Context: an optimization exercise on an open-source flow, tuned for small area and a short achievable clock period. The choices shown serve that exercise and are no tape-out recipe.
RTL that was checked went through simulation tests only; none was proved equivalent to the original.
No activity file was given, so power comes from the tool's default toggle rates.

==> v1 <==
Design ex2_1, start of the top module:
module ex2_1 (
  input               clk, rst, validi,
  input        [31:0] data_in,
  output logic        valido,
  output logic [31:0] data_out
);
export LEC_CHECK = 0
export CAP_MARGIN = 20
export CORE_MARGIN = 2
export CORE_UTILIZATION = 40
export SLEW_MARGIN = 20
create_clock -name core_clock -period 10.0 [get_ports {clk}]
standard.sh (not shown) runs the stock make flow with config.mk's settings and CLKGATE_MAP_FILE= SYNTH_SCRIPT=/design/flow/synth_recipe.tcl, a recipe that flattens the netlist after the stock synthesis.
==> flow/flow/run.sh <==
#!/bin/bash
# Standard layout, with repair_timing asked for a larger setup margin.
cp standard.sh standard_copy.sh.txt
export SETUP_SLACK_MARGIN=6.5
bash standard.sh > standard.log 2>&1
==> v34 (differences from v1) <==
==> flow/run.sh (new file) <==
#!/bin/bash
# synth_recipe.tcl (not shown) runs the flow's synth.tcl, then flattens the netlist and writes it again
# the make line also repeats each setting of config.mk as NAME=value (left out here)
make -C /OpenROAD-flow-scripts/flow DESIGN_CONFIG=/design/flow/config.mk WORK_HOME=/design/flow/orfs CLKGATE_MAP_FILE= SYNTH_SCRIPT=/design/flow/synth_recipe.tcl finish
removed: flow/flow/run.sh
removed: flow/standard.sh
==> results list <==
- Status: no timing/DRC/antenna violations
* Achievable Freq: between 0.15 and 0.2 GHz
- At the pin with the least slew margin, the transition time is 833 ps.
- Across the VDD grid, the largest voltage drop is about 0.00034 V.
- Prior to clock tree synthesis, the placed netlist has a worst setup slack of 3550 ps.
- Once placement finished, the instance area stood at between 15000 and 20000 sq um.
- On the worst path, the slowest cell contributes a delay of 360 ps.
- In this run the power density over the cells is roughly 350 nW/um^2.
- Post-cts repair resize count: approximately 420
* Non-filler instance count after layout: between 2000 and 2500
* FF+latch area: around 3700 sq um
* Reported leakage power: approximately 0.0088 uW
- The fraction of final cell area spent on clock buffers and inverters in this run is 0.0276.
* Growth of design area from synthesis to finish: 28.0%
- Walking the worst path, the cells encountered are buf_12, ha_4, inv_2, fa_2, nor2b_4, o31ai_4, a2111oi_4, buf_6, o21ai_4, a21oi_2, buf_6, o2111ai_4, a211oi_2, nor3_2, xnor2_1, buf_2.
# the run above: v1

==> results list <==
- Summing all placed instances gives a cell area of 17800 sq um.
* Non-filler instance count after layout: between 2000 and 2500
- In this run, post-CTS repair resized a total of 0 instances.
* Power per Cell Area: 351 nW/um^2
* Cell-by-cell listing of the critical path: buf_4, ha_1, inv_1, fa_1, nor2b_1, o31ai_1, a2111oi_1, buf_4, o21ai_1, a21oi_1, o2111ai_1, a211oi_1, nor3_1, xnor2_1, clkdlybuf4s50_1
- FF+latch area: ~3600 sq um
* Pre-CTS setup slack: ~3700 ps
- The run finished with no timing, DRC or antenna violations.
- The area growth from synthesis to layout is 9.71%.
* Largest stage delay on the critical path: around 550 ps
* Highest ir drop seen on vdd: 0.000284 V
# the run above: v34

Function was not checked in any run of this note: the RTL went through the layout flow alone.

========
==> trial 2 <==
Another version of the RTL of ex2_1 (not shown whole).
make LEC_CHECK=0 CAP_MARGIN=20 CORE_MARGIN=2 CORE_UTILIZATION=40 SETUP_SLACK_MARGIN=5 SLEW_MARGIN=20 finish   # period 10.0 ns
run.sh (not shown) runs the stock make flow with config.mk's settings and CLKGATE_MAP_FILE= SYNTH_SCRIPT=/design/flow/synth_recipe.tcl, a recipe that flattens the netlist after the stock synthesis.
Stock flow here: none of the scripts above is used.
==> inputs of trial 62, as changes to trial 2 <==
- TNS_END_PERCENT: default -> 5
==> inputs of build 86, as changes to trial 2 <==
- CORE_UTILIZATION: 40 -> 60
==> summary of the runs <==
In register-to-register slack, build 86 and trial 2 hardly differ. Flip-flop and latch count is the same in build 86 and trial 62. The highest cell count belongs to trial 2, the lowest to build 86. Final area: build 86 is smaller than trial 2 (about 1.2%).
==> figures <==
quantity                                                     trial 62         trial 2        build 86
Outcome                                                finished clean  finished clean  finished clean
Worst setup timing slack at the placement stage              4.308 ns        4.308 ns        4.420 ns
Die outline height                                           198.9 µm        198.9 µm        163.2 µm
Half-perimeter wire length after detailed placement          31730 µm        31730 µm        30130 µm
Combined global-route utilization of all metal layers          0.2394          0.2406          0.3459
# rows                                                             71              71              58
Detailed route wirelength on metal2                          21430 µm        21580 µm        20770 µm
Worst IR Drop VDD                                           0.3132 mV       0.3116 mV       0.5826 mV
Number of non-clock buffers                                       119             127             133
Combinational power share                                       0.768           0.767           0.770

========
==> trial 53: inputs <==
Starting RTL as in the previous note.
==> flow/config.mk <==
export PLATFORM = sky130hd
export DESIGN_NAME = ex2_1
export DESIGN_NICKNAME = ex2_1
export VERILOG_FILES = /design/flow/design.v
export SDC_FILE = /design/flow/constraint.sdc
export NUM_CORES = 4
export LEC_CHECK = 0
export CAP_MARGIN = 20
export CORE_MARGIN = 2
export CORE_UTILIZATION = 40
export SLEW_MARGIN = 20
export TNS_END_PERCENT = 5
==> flow/constraint.sdc <==
create_clock -name core_clock -period 10.0 [get_ports {clk}]
set_input_delay 2.0000 -clock core_clock [delete_from_list [all_inputs] [get_ports {clk}]]
set_output_delay 2.0000 -clock core_clock [all_outputs]
set_load 0.01 [all_outputs]
standard.sh (not shown) runs the stock make flow with config.mk's settings and CLKGATE_MAP_FILE= SYNTH_SCRIPT=/design/flow/synth_recipe.tcl, a recipe that flattens the netlist after the stock synthesis.
==> flow/flow/run.sh <==
#!/bin/bash
# The standard layout (standard.sh), with two changes:
#  - after the standard synthesis, fapol.py removes inverters between full-adder
#    cells by choosing the polarity each full adder computes in (a full adder is
#    self-dual); registers and everything else are left as synthesis made them;
#  - port buffers start as the smallest buffer (repair sizes them up as needed);
#  - repair_timing is asked for a larger setup margin.
set -e
NET=$PWD/orfs/results/sky130hd/ex2_1/base/1_2_yosys.v
bash standard.sh $NET > synth.log 2>&1
cp $NET 1_2_yosys.orig.v
python3 flow/fapol.py 1_2_yosys.orig.v $NET > fapol.log 2>&1
export SETUP_SLACK_MARGIN=5.8
export BUFFER_PORTS_ARGS="-buffer_cell sky130_fd_sc_hd__buf_1"
bash standard.sh > standard.log 2>&1
Other scripts of this flow, unchanged in this note and not shown: flow/flow/fapol.py
==> build 7: changes against trial 53 <==
==> flow/flow/run.sh (replaced) <==
#!/bin/bash
# The standard layout (standard.sh), with two changes:
#  - after the standard synthesis, fapol.py removes inverters between full-adder
#    cells by choosing the polarity each full adder computes in (a full adder is
#    self-dual); registers and everything else are left as synthesis made them;
#  - repair_timing is asked for a larger setup margin.
set -e
NET=$PWD/orfs/results/sky130hd/ex2_1/base/1_2_yosys.v
bash standard.sh $NET > synth.log 2>&1
cp $NET 1_2_yosys.orig.v
python3 flow/fapol.py 1_2_yosys.orig.v $NET > fapol.log 2>&1
export SETUP_SLACK_MARGIN=5.5
bash standard.sh > standard.log 2>&1
==> trial 71: changes against trial 53 <==
--- a/flow/flow/run.sh
+++ b/flow/flow/run.sh
@@ -10,6 +10,6 @@
 bash standard.sh $NET > synth.log 2>&1
 cp $NET 1_2_yosys.orig.v
 python3 flow/fapol.py 1_2_yosys.orig.v $NET > fapol.log 2>&1
-export SETUP_SLACK_MARGIN=5.8
+export SETUP_SLACK_MARGIN=5.5
 export BUFFER_PORTS_ARGS="-buffer_cell sky130_fd_sc_hd__buf_1"
 bash standard.sh > standard.log 2>&1
- TNS_END_PERCENT: 5 -> 20
==> comparison <==
- Via count: trial 71 > build 7 > trial 53.
- In die area, build 7 and trial 71 do not differ.
- In build 7 the clock-buffer cell count is higher than in trial 53, by 2.
- Trial 71 ran to the end with no violations. Trial 53 went through all stages and came out clean. Build 7 finished clean.
- In sequential cell count, trial 53 and trial 71 do not differ.
- In build 7 the hold slack is better than in trial 71, by 1.5 ps.
- Against trial 71, the critical path depth of build 7 is higher by 1.
==> figures <==
| item | trial 53 | build 7 | trial 71 |
|---|---|---|---|
| Outcome | no timing/DRC/antenna violations | no timing/DRC/antenna violations | no timing/DRC/antenna violations |
| Internal portion of total power | 3.513 mW | 3.671 mW | 3.525 mW |
| Instance count on the critical path | 11 | 12 | 11 |
| Total Power Consumption | 6.749 mW | 7.002 mW | 6.772 mW |
| Sequential cell area in the final layout | 2631 um^2 | 2634 um^2 | 2631 um^2 |
| Slowest Stage Delay on Critical Path | 460 ps | 580 ps | 590 ps |
| Final worst clock skew | 8.235 ps | 11.65 ps | 8.222 ps |
| Worst Max-Slew Pin Slew | 857.4 ps | 1037 ps | 874.3 ps |
| FF-to-FF End | q_r[20]$_DFF_P_ | q_r[30]$_DFF_P_ | q_r[30]$_DFF_P_ |
| Critical Path Source | xa[1]$_DFF_P_ | xa[0]$_DFF_P_ | xa[0]$_DFF_P_ |
| Total power per unit cell area | 407.7 nW/um^2 | 412.3 nW/um^2 | 407.1 nW/um^2 |
| Clock-cell share of area | 3.439% | 3.264% | 3.423% |
| Share of final-layout standard cells stronger than drive strength 1 | 9.939% | 10.42% | 10.73% |
| Final core area utilization | 45.11% | 46.28% | 45.33% |

static timing again, ports no longer ideal:
In the flow no input, the clock included, has a driving cell. The finished layouts below were timed again as built, in two steps. Step 1: set_driving_cell puts a clkbuf_16 on clk and a buf_2 on each other input, an assumption about the parent block. Step 2 times the ports against the registers' clock, not the clock port: input delays grow and output delays shrink by t, the midpoint of the rising clock arrivals with the driver on. a / b / c = no drivers / after step 1 / after step 2; a / b = the first two.
| run | shift t [ns] | setup slack, ns | worst register clock-pin slew, ns | worst data-port slew with drivers (ns) |
|---|---|---|---|---|
| v1 | 0.530 | 4.609 / 4.554 / 5.084 | 0.07 / 0.07 | 0.06 |
| v34 | 0.515 | 3.163 / 3.112 / 3.627 | 0.08 / 0.08 | 0.05 |
| trial 2 | 0.504 | 4.763 / 4.711 / 4.648 | 0.06 / 0.06 | 0.06 |
| trial 62 | 0.503 | 4.748 / 4.696 / 4.584 | 0.06 / 0.06 | 0.06 |
| build 86 | 0.481 | 4.743 / 4.694 / 4.685 | 0.08 / 0.08 | 0.04 |
| trial 53 | 0.502 | 4.882 / 4.828 / 5.075 | 0.07 / 0.07 | 0.05 |
| build 7 | 0.496 | 4.796 / 4.743 / 4.759 | 0.06 / 0.06 | 0.05 |
| trial 71 | 0.503 | 4.915 / 4.860 / 5.080 | 0.07 / 0.07 | 0.05 |
After both steps every run listed still meets setup and hold. The setup slack of trial 62, which loses most, moves by -0.052 ns with the drivers and by -0.164 ns with both steps.
